Context: an optimization exercise on an open-source flow, tuned for small area, a short achievable clock period and few clock cycles per item. The choices shown serve that exercise and are no tape-out recipe.
Where RTL was checked, it was by simulation tests only, not by an equivalence proof against the original.
No activity file was given, so power comes from the tool's default toggle rates.

==> v30: inputs <==
Design systolic_matrix_mult, start of the top module:
module systolic_matrix_mult #(
    parameter DATA_WIDTH = 16,
    parameter FRAC_WIDTH = 8,
    parameter M = 4,
    parameter N = 4,
    parameter K = 4
)(
    input wire clk,
    input wire rst_n,
    input wire start,
    input wire signed [DATA_WIDTH-1:0] a_data,
    input wire [$clog2(M)-1:0] a_row,
    input wire [$clog2(K)-1:0] a_col,
    input wire a_valid,
    input wire signed [DATA_WIDTH-1:0] b_data,
    input wire [$clog2(K)-1:0] b_row,
    input wire [$clog2(N)-1:0] b_col,
    input wire b_valid,
    output reg signed [DATA_WIDTH-1:0] c_data,
    output reg [$clog2(M)-1:0] c_row,
    output reg [$clog2(N)-1:0] c_col,
    output reg c_valid,
    output reg done
);
    reg [15:0] mat_a [0:15];
    reg [15:0] mat_b [0:15];
    always @(posedge clk) begin
        if (a_valid) mat_a[{a_row, a_col}] <= a_data;
        if (b_valid) mat_b[{b_row, b_col}] <= b_data;
    end
    reg [2:0] a_cnt [0:3];
    reg [2:0] b_cnt [0:3];
    reg [15:0] issued;
    reg [3:0] a_full, b_full;
    reg [15:0] cand;
    reg [3:0] row_ok;
    reg [3:0] row_cand;
    reg pick_v;
    reg [1:0] pick_i, pick_j;
    reg [15:0] pick;
    integer x, y;
    always @(*) begin
        for (x = 0; x < 4; x = x + 1) a_full[x] = a_cnt[x][2];
        for (y = 0; y < 4; y = y + 1) b_full[y] = b_cnt[y][2];
        for (x = 0; x < 4; x = x + 1)
            for (y = 0; y < 4; y = y + 1)
                cand[x*4+y] = a_full[x] & b_full[y] & ~issued[x*4+y];
        for (x = 0; x < 4; x = x + 1) row_ok[x] = |cand[x*4 +: 4];
        pick_v = |row_ok;
        pick_i = row_ok[0] ? 2'd0 : row_ok[1] ? 2'd1 : row_ok[2] ? 2'd2 : 2'd3;
  ...
clock: 10.0 ns
lec_check: 0
cap_margin: 20
core_margin: 2
core_utilization: 30
slew_margin: 20
standard.sh (not shown) runs the stock make flow with config.mk's settings and CLKGATE_MAP_FILE= SYNTH_SCRIPT=/design/flow/synth_recipe.tcl, a recipe that flattens the netlist after the stock synthesis.
==> flow/flow/run.sh <==
#!/bin/bash
set -euo pipefail
margin=$(cat flow/margin.txt)
bash standard.sh SETUP_SLACK_MARGIN="$margin" finish > standard_flow.log 2>&1
==> flow/flow/margin.txt <==
6.6
==> v34 (differences from v30) <==
==> flow/flow/margin.txt (replaced) <==
6.7
- CORE_UTILIZATION: 30 -> 50
==> results.txt <==
v34 finished with timing, DRC and antenna clean. v30 completed with no timing, DRC or antenna violations.
Sequential share of layout area is about the same in v34 and v30.
In clock power, v30 and v34 hardly differ.
Of v30 and v34, v34 has the higher core utilization (gap 23 points).
Against v34, the worst setup slack of v30 is lower by 180 ps.
Of v34 and v30, v30 has the higher cell count (gap about 13%, measured against v30).
In v30 the count of clock-buffer cells in the layout is higher than in v34, by 6.
In v34 the critical path depth is higher than in v30, by 1.
First-iteration DRC count: v34 is larger than v30 (4.6%).
Synthesized cell count is the same in v34 and v30.
==> figures <==
| quantity | v34 | v30 |
|---|---|---|
| Crit. path cell count | 4 | 3 |
| Result of the run | timing/DRC/antenna clean | timing/DRC/antenna clean |
| Worst setup path end | mat_b[12][6]$_DFFE_PP_ | mat_b[6][3]$_DFFE_PP_ |
| Met2 global-route usage | 41.8% | 25.8% |
| Core Rows | 115 | 148 |
| Post-place instance area | 0.0509 sq mm | 0.0520 sq mm |
| Die Y-Extent | 318 um | 410 um |
| Buffers inserted during post-CTS setup optimization | 31 | 5 |
| Number of standard cells in the layout, taps in and fillers out | 5408 | 6199 |
| Pre-CTS setup slack | 5640 ps | 5480 ps |
| Psw | 3.69 mW | 3.72 mW |
| RR Startpoint | bt0_2$_DFF_P_ | bo1_7$_DFF_P_ |
| Area of the placeable core | 0.0981 sq mm | 0.163 sq mm |
| Detail Route met2 WL | 62.7 mm | 63.0 mm |
| Sequential power share | 40.1% | 40.2% |
| Hold slack | 319 ps | 311 ps |
| Startpoint of the lowest-slack hold path | p1_i[0]$_DFF_P_ | p2_j[1]$_DFF_P_ |
| Clock Power | 3.48 mW | 3.50 mW |
| Multi-input gate share of the layout cell area | 42.3% | 41.9% |
| Sequential cell area | 0.0241 sq mm | 0.0240 sq mm |
Testbench counts of v30, summed over its fixed seeds: cycles 51,521, items 1,600.
Testbench counts of v34, summed over its fixed seeds: cycles 51,521, items 1,600.


==> inputs of lagoon <==
systolic_matrix_mult, a different RTL version from the one above (not shown whole).
export LEC_CHECK = 0
export CAP_MARGIN = 20
export CORE_MARGIN = 2
export CORE_UTILIZATION = 60
export SLEW_MARGIN = 20
create_clock -name core_clock -period 10.0 [get_ports {clk}]
==> flow/flow/margin.txt <==
6.5
Scripts as last shown in full above: flow/flow/run.sh
==> juniper (differences from lagoon) <==
--- a/flow/design.v
+++ b/flow/design.v
@@ -51,30 +51,26 @@
         pick_i = row_ok[0] ? 2'd0 : row_ok[1] ? 2'd1 : row_ok[2] ? 2'd2 : 2'd3;
         row_cand = cand[pick_i*4 +: 4];
         pick_j = row_cand[0] ? 2'd0 : row_cand[1] ? 2'd1 : row_cand[2] ? 2'd2 : 2'd3;
         pick = pick_v ? (16'd1 << {pick_i, pick_j}) : 16'd0;
     end
-    reg [3:0] n_issued;      
-    wire pick_last = pick_v && (n_issued == 4'd15);
+    wire pick_last = pick_v && ((issued | pick) == 16'hffff);
     always @(posedge clk or negedge rst_n) begin
         if (!rst_n) begin
             for (x = 0; x < 4; x = x + 1) a_cnt[x] <= 3'd0;
             for (y = 0; y < 4; y = y + 1) b_cnt[y] <= 3'd0;
             issued <= 16'd0;
-            n_issued <= 4'd0;
         end else if (start) begin
             for (x = 0; x < 4; x = x + 1) a_cnt[x] <= 3'd0;
             for (y = 0; y < 4; y = y + 1) b_cnt[y] <= 3'd0;
             issued <= 16'd0;
-            n_issued <= 4'd0;
         end else begin
             for (x = 0; x < 4; x = x + 1)
                 if (a_valid && a_row == x) a_cnt[x] <= a_cnt[x] + 1'b1;
             for (y = 0; y < 4; y = y + 1)
                 if (b_valid && b_col == y) b_cnt[y] <= b_cnt[y] + 1'b1;
             issued <= issued | pick;
-            if (pick_v) n_issued <= n_issued + 1'b1;
         end
     end
     wire [15:0] a0 = mat_a[{pick_i, 2'd0}];
     wire [15:0] b0 = mat_b[{2'd0, pick_j}];
     wire [15:0] a1 = mat_a[{pick_i, 2'd1}];
==> flow/run.sh (new file) <==
#!/bin/bash
# synth_recipe.tcl (not shown) runs the flow's synth.tcl, then flattens the netlist and writes it again
# the make line also repeats each setting of config.mk as NAME=value (left out here)
make -C /OpenROAD-flow-scripts/flow DESIGN_CONFIG=/design/flow/config.mk WORK_HOME=/design/flow/orfs CLKGATE_MAP_FILE= SYNTH_SCRIPT=/design/flow/synth_recipe.tcl finish
==> flow/config.mk (replaced) <==
export PLATFORM = sky130hd
export DESIGN_NAME = systolic_matrix_mult
export DESIGN_NICKNAME = systolic_matrix_mult
export VERILOG_FILES = /design/flow/design.v
export SDC_FILE = /design/flow/constraint.sdc
export NUM_CORES = 4
export LEC_CHECK = 0
export ABC_CLOCK_PERIOD_IN_PS = 3000
export CAP_MARGIN = 20
export CORE_MARGIN = 2
export CORE_UTILIZATION = 30
export SETUP_SLACK_MARGIN = 5
export SLEW_MARGIN = 20
removed: flow/flow/run.sh
removed: flow/flow/margin.txt
removed: flow/standard.sh
==> results.txt <==
- lagoon passed the timing, DRC and antenna checks. juniper ran to the end with no violations.
- Between juniper and lagoon, the lower die area is in lagoon (gap 98%, measured against lagoon).
- In lagoon the combinational power is higher than in juniper, by 37%.
- In lagoon the non-clock buffer count is higher than in juniper, by 112.
- Setup slack: juniper is worse than lagoon (0.64 ns).
- Sequential power is about the same in lagoon and juniper.
- Clock-buffer cell count: juniper is higher than lagoon (6).
- Against lagoon, the wire length of juniper is lower by about 9%.
- Against juniper, the global-route usage of lagoon is higher by 20 points.
- Clock power is about the same in lagoon and juniper.
==> figures <==
metric                                                              juniper        lagoon
Status                                             timing/DRC/antenna clean  timing/DRC/antenna clean
Initial Utilization                                                   30.1%         60.5%
Data arrival time of the worst path                                 5.10 ns       4.44 ns
Placed cell area                                               0.0524 sq mm  0.0511 sq mm
Clock buffer count from CTS                                              95            92
Non-clock buffer count                                                  153           265
Worst reg2reg endpoint                                              p1_last    c_data[10]
P_comb                                                              6.41 mW       8.80 mW
Xor and xnor fraction of the mapped netlist area                      9.97%         10.1%
Length in cells of the worst reg-to-reg path                             11            15
Share of synthesized cell area in and, or, nand and nor gates         5.38%         4.22%
Non-clock inverter instance count of the final layout                   526           501
Unrepaired setup endpoints after global routing                       false          true
Synthesized cell area                                          0.0496 sq mm  0.0496 sq mm
Termination of the worst setup path                                 p1_last    c_data[10]
Met3 WL post-DR                                                     9590 um     15,700 um
Worst setup slack after placement                                   5.45 ns       5.38 ns
Final Critical Period                                               4.48 ns       3.84 ns
Met2 Use GR                                                           26.1%         58.0%
Testbench counts of juniper, summed over its fixed seeds: cycles 49,921, items 1,600.
Only the layout flow was run in lagoon; the RTL was not checked for function there.


==> quartz <==
RTL: one of the versions met above, not the one the previous note started from.
==> flow/config.mk <==
export PLATFORM = sky130hd
export DESIGN_NAME = systolic_matrix_mult
export DESIGN_NICKNAME = systolic_matrix_mult
export VERILOG_FILES = /design/flow/design.v
export SDC_FILE = /design/flow/constraint.sdc
export NUM_CORES = 4
export LEC_CHECK = 0
export CAP_MARGIN = 20
export CORE_MARGIN = 2
export CORE_UTILIZATION = 30
export SLEW_MARGIN = 20
==> flow/constraint.sdc <==
create_clock -name core_clock -period 10.0 [get_ports {clk}]
set_input_delay 2.0000 -clock core_clock [delete_from_list [all_inputs] [get_ports {clk}]]
set_output_delay 2.0000 -clock core_clock [all_outputs]
set_load 0.01 [all_outputs]
==> flow/flow/run.sh <==
#!/bin/bash
set -euo pipefail
margin=$(cat flow/margin.txt)
bash standard.sh SETUP_SLACK_MARGIN="$margin" finish > standard_flow.log 2>&1
==> flow/flow/margin.txt <==
6.5
==> tundra: changes against quartz <==
--- a/flow/design.v
+++ b/flow/design.v
@@ -50,28 +50,32 @@
         pick_v = |row_ok;
         pick_i = row_ok[0] ? 2'd0 : row_ok[1] ? 2'd1 : row_ok[2] ? 2'd2 : 2'd3;
         row_cand = cand[pick_i*4 +: 4];
         pick_j = row_cand[0] ? 2'd0 : row_cand[1] ? 2'd1 : row_cand[2] ? 2'd2 : 2'd3;
         pick = pick_v ? (16'd1 << {pick_i, pick_j}) : 16'd0;
     end
-    wire pick_last = pick_v && ((issued | pick) == 16'hffff);
+    reg [3:0] n_issued;      
+    wire pick_last = pick_v && (n_issued == 4'd15);
     always @(posedge clk or negedge rst_n) begin
         if (!rst_n) begin
             for (x = 0; x < 4; x = x + 1) a_cnt[x] <= 3'd0;
             for (y = 0; y < 4; y = y + 1) b_cnt[y] <= 3'd0;
             issued <= 16'd0;
+            n_issued <= 4'd0;
         end else if (start) begin
             for (x = 0; x < 4; x = x + 1) a_cnt[x] <= 3'd0;
             for (y = 0; y < 4; y = y + 1) b_cnt[y] <= 3'd0;
             issued <= 16'd0;
+            n_issued <= 4'd0;
         end else begin
             for (x = 0; x < 4; x = x + 1)
                 if (a_valid && a_row == x) a_cnt[x] <= a_cnt[x] + 1'b1;
             for (y = 0; y < 4; y = y + 1)
                 if (b_valid && b_col == y) b_cnt[y] <= b_cnt[y] + 1'b1;
             issued <= issued | pick;
+            if (pick_v) n_issued <= n_issued + 1'b1;
         end
     end
     wire [15:0] a0 = mat_a[{pick_i, 2'd0}];
     wire [15:0] b0 = mat_b[{2'd0, pick_j}];
     wire [15:0] a1 = mat_a[{pick_i, 2'd1}];
     wire [15:0] b1 = mat_b[{2'd1, pick_j}];
Settings changed: CORE_UTILIZATION 30 to 40, CTS_BUF_LIST set to sky130_fd_sc_hd__clkbuf_8, CTS_CLUSTER_SIZE set to 30.
==> notes <==
quartz ran to the end with no violations. tundra finished clean. Of tundra and quartz, tundra has the higher clock skew (gap 14 ps). Of quartz and tundra, quartz has the higher synthesized cell count (gap 1.3%, measured against tundra). In quartz the routed wire length is lower than in tundra, by about 2.7%. In tundra the non-clock buffer count is higher than in quartz, by 6. Between quartz and tundra, the lower hold slack is in quartz (gap 1.2 ps). Of quartz and tundra, quartz has the higher combinational power (gap about 2%, measured against tundra). Global-route usage: quartz is lower than tundra (6.6 points).
==> figures <==
| item | quartz | tundra |
|---|---|---|
| Compound-Gate Fraction of Synth Area | 0.119 | 0.130 |
| Vertical die dimension | 410 um | 356 um |
| Data arrival at the endpoint of the critical path | 4330 ps | 4550 ps |
| Synth Area per Inst | 11.6 um^2 | 11.8 um^2 |
| Iteration count of the initial detailed-routing pass | 7 | 6 |
| Detailed-route wire length per cell | 22.4 um | 25.0 um |
| Min Clock Period, post-route | 3780 ps | 3840 ps |
| Hold worst-path end | p2_i[1]$_DFF_P_ | p2_i[0]$_DFF_P_ |
| Area post-placement | 52500 um^2 | 51800 um^2 |
| Met3 wire length | 13300 um | 14100 um |
| Initial DRC Count | 3921 | 3646 |
| DIE WIDTH | 410 um | 356 um |
| Clock network fraction of design power | 0.208 | 0.201 |
| Result of the run | finished clean | finished clean |
| Global-route wire length before repair | 217000 um | 223000 um |
Testbench counts of quartz, summed over its fixed seeds: cycles 49,921, items 1,600.
For tundra, only the layout was checked, not whether the RTL still works.

separate check: timing with driven ports:
The flow's constraints put no driver on any port. The routed layouts listed below were extracted and timed again, unchanged, in two steps. Step 1, drivers: a clkbuf_16 drives clk and a buf_2 each remaining input, both assumed. Step 2 adds t to the input delays and takes it off the output delays; t is the mean of the earliest and latest rising clock arrival at the registers after step 1. Input paths then give back, and output paths get back, about the clock's delay inside the block. Slacks: no drivers / after step 1 / after step 2; pairs: no drivers / after step 1.
run | t (ns) | setup WS [ns] | worst register clock-pin slew, ns
v30 | 0.740 | 6.492 / 6.532 / 5.792 | 0.07 / 0.07
v34 | 0.740 | 6.671 / 6.681 / 5.969 | 0.06 / 0.06
lagoon | 0.722 | 6.158 / 6.158 / 5.923 | 0.07 / 0.07
juniper | 0.740 | 5.520 / 5.520 / 5.520 | 0.06 / 0.06
quartz | 0.742 | 6.223 / 6.223 / 5.850 | 0.06 / 0.06
tundra | 0.893 | 6.157 / 6.157 / 5.718 | 0.09 / 0.09
After both steps setup and hold are still met in every run listed. For v34, which loses most, drivers alone change the setup slack by +0.010 ns; drivers and shift together by -0.702 ns.
